Source: an optimization exercise on an open RTL-to-GDS flow (aim: small area, a short achievable clock period and few clock cycles). Production flows keep margins and buffers that such runs may drop. RTL that was checked went through simulation tests only; none was proved equivalent to the original.

// dpsk_modem
module dpsk_modem (
  input  logic        clk,
  input  logic        rst_n,
  input  logic        cfg_qpsk,      
  input  logic        cfg_bypass,    
  input  logic        tx_in_valid,
  output logic        tx_in_ready,
  input  logic [7:0]  tx_in_data,
  input  logic        tx_in_last,
  output logic        tx_out_valid,
  input  logic        tx_out_ready,
  output logic [31:0] tx_out_data,
  output logic        tx_out_last,
  input  logic        rx_in_valid,
  output logic        rx_in_ready,
  input  logic [31:0] rx_in_data,
  input  logic        rx_in_last,
  output logic        rx_out_valid,
  input  logic        rx_out_ready,
  output logic [7:0]  rx_out_data,
  output logic        rx_out_last
);
Size in the first run: roughly 170 flip-flops, roughly 0.040 sq mm of cells after synthesis.
==> module rx_path, before the edit <==
module rx_path (
  input  logic        clk,
  input  logic        rst_n,
  input  logic        qpsk,          
  input  logic        in_valid,
  output logic        in_ready,
  input  logic [31:0] in_data,
  input  logic        in_last,
  output logic        out_valid,
  input  logic        out_ready,
  output logic [7:0]  out_data,
  output logic        out_last
);
  logic [3:0] K;
  assign K = qpsk ? 4'd2 : 4'd1;
  logic signed [15:0] yI, yQ;
  logic [7:0]         pIn, pIo, pIt, pQn, pQo, pQt;
  logic               nsI, nsQ;      
  logic               v1, l1;
  logic               rdy;
  logic               acc;
  assign in_ready = rdy;
  assign acc      = in_valid & rdy;
  logic [7:0] eIn, eIo, eIt, eQn, eQo, eQt;
  logic [16:0] yIx, yQx;
  assign yIx = {yI, 1'b0};
  assign yQx = {yQ, 1'b0};
  always_comb begin
    for (int i = 0; i < 8; i++) begin
      eIn[i] = yIx[2*i+2];
      eIo[i] = yIx[2*i+1] ^ yIx[2*i];
      eIt[i] = (yIx[2*i+2] & ~yIx[2*i+1] & ~yIx[2*i]) | (~yIx[2*i+2] & yIx[2*i+1] & yIx[2*i]);
      eQn[i] = yQx[2*i+2];
      eQo[i] = yQx[2*i+1] ^ yQx[2*i];
      eQt[i] = (yQx[2*i+2] & ~yQx[2*i+1] & ~yQx[2*i]) | (~yQx[2*i+2] & yQx[2*i+1] & yQx[2*i]);
    end
  end
  logic [7:0] reG, imG;
  logic [7:1] reP, imP;
  logic       reX, imX;
  rx_sign u_sign (
    .yI(yI), .yQ(yQ),
    .pIn(pIn), .pIo(pIo), .pIt(pIt),
    .pQn(pQn), .pQo(pQo), .pQt(pQt),
    .reG(reG), .reP(reP), .reX(reX),
    .imG(imG), .imP(imP), .imX(imX)
  );
  logic y_p1, y_m1, y_pj, y_mj;
  assign y_p1 = (yI ==  16'sd32767) && (yQ == 16'sd0);
  assign y_m1 = (yI == -16'sd32767) && (yQ == 16'sd0);
  assign y_pj = (yI == 16'sd0) && (yQ ==  16'sd32767);
  assign y_mj = (yI == 16'sd0) && (yQ == -16'sd32767);
  logic fast, fb0, fb1;
  always_comb begin
    fast = y_p1 | y_m1 | y_pj | y_mj;
    if (y_p1)      begin fb0 = pIn[7]; fb1 = nsQ;    end
    else if (y_m1) begin fb0 = nsI;    fb1 = pQn[7]; end
    else if (y_pj) begin fb0 = pQn[7]; fb1 = pIn[7]; end
    else           begin fb0 = nsQ;    fb1 = nsI;    end
  end
  logic cre, cim;
  always_comb begin
    cre = reG[0];
    cim = imG[0];
    for (int i = 1; i < 8; i++) begin
      cre = reG[i] | (reP[i] & cre);
      cim = imG[i] | (imP[i] & cim);
    end
  end
  logic b0, b1;
  assign b0 = fast ? fb0 : (reX ^ cre);
  assign b1 = fast ? fb1 : (imX ^ cim);
  logic [7:0] pk;                      
  logic [3:0] fill;                    
  logic       plast;
  logic [7:0] ob;
  logic       obv, oblast;
  assign out_valid = obv;
  assign out_data  = ob;
  assign out_last  = oblast;
  logic [7:0] pk_sh;
  assign pk_sh = qpsk ? {b1, b0, pk[7:2]} : {b0, pk[7:1]};
  logic pend, done;
  assign pend = (fill == 4'd8);
  assign done = v1 & (fill + K == 4'd8);
  logic [3:0] fill_n, fill_w;
  logic       obv_n, obv_w, plast_n, oblast_n, ob_load;
  always_comb begin
    fill_n   = fill;
    obv_n    = obv & ~out_ready;
    plast_n  = plast;
    oblast_n = oblast;
    ob_load  = 1'b0;
    if (pend) begin
      if (~obv | out_ready) begin
        ob_load  = 1'b1;
        obv_n    = 1'b1;
        oblast_n = plast;
        fill_n   = v1 ? K : 4'd0;
        plast_n  = v1 & l1;
      end
    end else if (v1) begin
      if (done) begin
        if (~obv | out_ready) begin
          ob_load  = 1'b1;
          obv_n    = 1'b1;
          oblast_n = plast | l1;
          fill_n   = 4'd0;
          plast_n  = 1'b0;
        end else begin
          fill_n   = 4'd8;
          plast_n  = plast | l1;
        end
      end else begin
        fill_n  = fill + K;
        plast_n = plast | l1;
      end
    end
    fill_w = fill;
    obv_w  = obv;
    if (pend) begin
      if (~obv) begin
        obv_w  = 1'b1;
        fill_w = v1 ? K : 4'd0;
      end
    end else if (v1) begin
      if (done) begin
        if (~obv) begin
          obv_w  = 1'b1;
          fill_w = 4'd0;
        end else begin
          fill_w = 4'd8;
        end
      end else begin
        fill_w = fill + K;
      end
    end
  end
  logic [4:0] occ_w;
  assign occ_w = {1'b0, K} + {1'b0, fill_w} + (obv_w ? 5'd8 : 5'd0);
  always_ff @(posedge clk or negedge rst_n) begin
    if (!rst_n) begin
      pIn    <= 8'h7f;
      pIo    <= 8'h01;
      pIt    <= 8'h80;
      pQn    <= 8'h00;
      pQo    <= 8'h00;
      pQt    <= 8'h00;
      nsI    <= 1'b1;
      nsQ    <= 1'b0;
      v1     <= 1'b0;
      rdy    <= 1'b1;
      fill   <= 4'd0;
      plast  <= 1'b0;
      obv    <= 1'b0;
      oblast <= 1'b0;
    end else begin
      v1 <= acc;
      if (v1) begin
        pIn <= eIn; pIo <= eIo; pIt <= eIt;
        pQn <= eQn; pQo <= eQo; pQt <= eQt;
        nsI <= ((yI != 16'sd0) & ~yI[15]) | (yI == -16'sd32768);
        nsQ <= ((yQ != 16'sd0) & ~yQ[15]) | (yQ == -16'sd32768);
      end
      rdy    <= (occ_w + {1'b0, K}) <= 5'd16;
      fill   <= fill_n;
      plast  <= plast_n;
      obv    <= obv_n;
      oblast <= oblast_n;
    end
  end
  always_ff @(posedge clk) begin
    yI <= in_data[31:16];
    yQ <= in_data[15:0];
    l1 <= in_last;
    if (v1 & ~(pend & obv & ~out_ready)) pk <= pk_sh;
    if (ob_load) ob <= pend ? pk : pk_sh;
  end
endmodule
==> flow/config.mk <==
export PLATFORM = sky130hd
export DESIGN_NAME = dpsk_modem
export DESIGN_NICKNAME = dpsk_modem
export VERILOG_FILES = /design/flow/design.v
export SDC_FILE = /design/flow/constraint.sdc
export NUM_CORES = 4
export LEC_CHECK = 0
export CAP_MARGIN = 20
export CORE_MARGIN = 2
export CORE_UTILIZATION = 40
export SLEW_MARGIN = 20
==> flow/constraint.sdc <==
create_clock -name core_clock -period 14.0 [get_ports {clk}]
set_input_delay 2.8000 -clock core_clock [delete_from_list [all_inputs] [get_ports {clk}]]
set_output_delay 2.8000 -clock core_clock [all_outputs]
set_load 0.01 [all_outputs]
standard.sh (not shown) runs the stock make flow with config.mk's settings and CLKGATE_MAP_FILE= SYNTH_SCRIPT=/design/flow/synth_recipe.tcl, a recipe that flattens the netlist after the stock synthesis.
==> flow/flow/run.sh <==
#!/bin/bash
set -e
cd "$(dirname "$0")/.."
export SETUP_SLACK_MARGIN=${SETUP_SLACK_MARGIN:-7.5}
bash standard.sh > standard.log 2>&1
Testbench counts at the start, summed over its fixed seeds: cycles 2,336.
==> next run, changes <==
--- a/flow/design.v
+++ b/flow/design.v
@@ -855,45 +855,41 @@
     end
   end
   logic [4:0] occ_w;
   assign occ_w = {1'b0, K} + {1'b0, fill_w} + (obv_w ? 5'd8 : 5'd0);
   always_ff @(posedge clk or negedge rst_n) begin
     if (!rst_n) begin
-      pIn    <= 8'h7f;
-      pIo    <= 8'h01;
-      pIt    <= 8'h80;
-      pQn    <= 8'h00;
-      pQo    <= 8'h00;
-      pQt    <= 8'h00;
-      nsI    <= 1'b1;
-      nsQ    <= 1'b0;
+      yI     <= 16'sd32767;
+      yQ     <= 16'sd0;
       v1     <= 1'b0;
       rdy    <= 1'b1;
       fill   <= 4'd0;
       plast  <= 1'b0;
       obv    <= 1'b0;
       oblast <= 1'b0;
     end else begin
       v1 <= acc;
-      if (v1) begin
-        pIn <= eIn; pIo <= eIo; pIt <= eIt;
-        pQn <= eQn; pQo <= eQo; pQt <= eQt;
-        nsI <= ((yI != 16'sd0) & ~yI[15]) | (yI == -16'sd32768);
-        nsQ <= ((yQ != 16'sd0) & ~yQ[15]) | (yQ == -16'sd32768);
+      if (acc) begin
+        yI <= in_data[31:16];
+        yQ <= in_data[15:0];
       end
       rdy    <= (occ_w + {1'b0, K}) <= 5'd16;
       fill   <= fill_n;
       plast  <= plast_n;
       obv    <= obv_n;
       oblast <= oblast_n;
     end
   end
   always_ff @(posedge clk) begin
-    yI <= in_data[31:16];
-    yQ <= in_data[15:0];
-    l1 <= in_last;
+    if (acc) begin
+      l1  <= in_last;
+      pIn <= eIn; pIo <= eIo; pIt <= eIt;
+      pQn <= eQn; pQo <= eQo; pQt <= eQt;
+      nsI <= ((yI != 16'sd0) & ~yI[15]) | (yI == -16'sd32768);
+      nsQ <= ((yQ != 16'sd0) & ~yQ[15]) | (yQ == -16'sd32768);
+    end
     if (v1 & ~(pend & obv & ~out_ready)) pk <= pk_sh;
     if (ob_load) ob <= pend ? pk : pk_sh;
   end
 endmodule
 module rx_sign (
   input  logic [15:0] yI, yQ,
Result: The changed run finished with timing, DRC and antenna clean; design area grows by 2.5%; wire length grows by 5.9%; first-iteration DRC count came out higher by 1.2%; flip-flop and latch count is unchanged; hold slack degrades by 0.013 ns; via count goes up by 2.6%; final cell count grows by 2.1%; area after synthesis grows by 2.5%; utilization goes up by 0.16 points; sequential share of layout area goes up by 0.66 points.
The RTL of the second run of this note was laid out without a check of its function.

separate check: timing with driven ports:
No port has a modelled driver above. Below, the same layouts with a new extraction and two added sets of constraints. Step 1 (the two cells are an assumption about what drives the block):
set clk [get_ports {clk}]
set_driving_cell -lib_cell sky130_fd_sc_hd__clkbuf_16 $clk
set_driving_cell -lib_cell sky130_fd_sc_hd__buf_2 [delete_from_list [all_inputs] $clk]
Step 2, shift: input delay + t, output delay - t, t = (earliest + latest rising clock arrival at the registers) / 2. This alone moves slack from input paths to output paths. Three values: no drivers, after step 1, after step 2; two values: the first two.
| run | t (ns) | slack for setup (ns) | latest minus earliest clock arrival (ns) | slew at the worst register clock pin (ns) |
|---|---|---|---|---|
| the first run | 0.557 | 7.112 / 7.112 / 7.112 | 0.033 / 0.034 | 0.10 / 0.10 |
| the second run | 0.522 | 7.078 / 7.078 / 7.078 | 0.017 / 0.018 | 0.08 / 0.08 |
After both steps setup and hold are still met in every run listed.
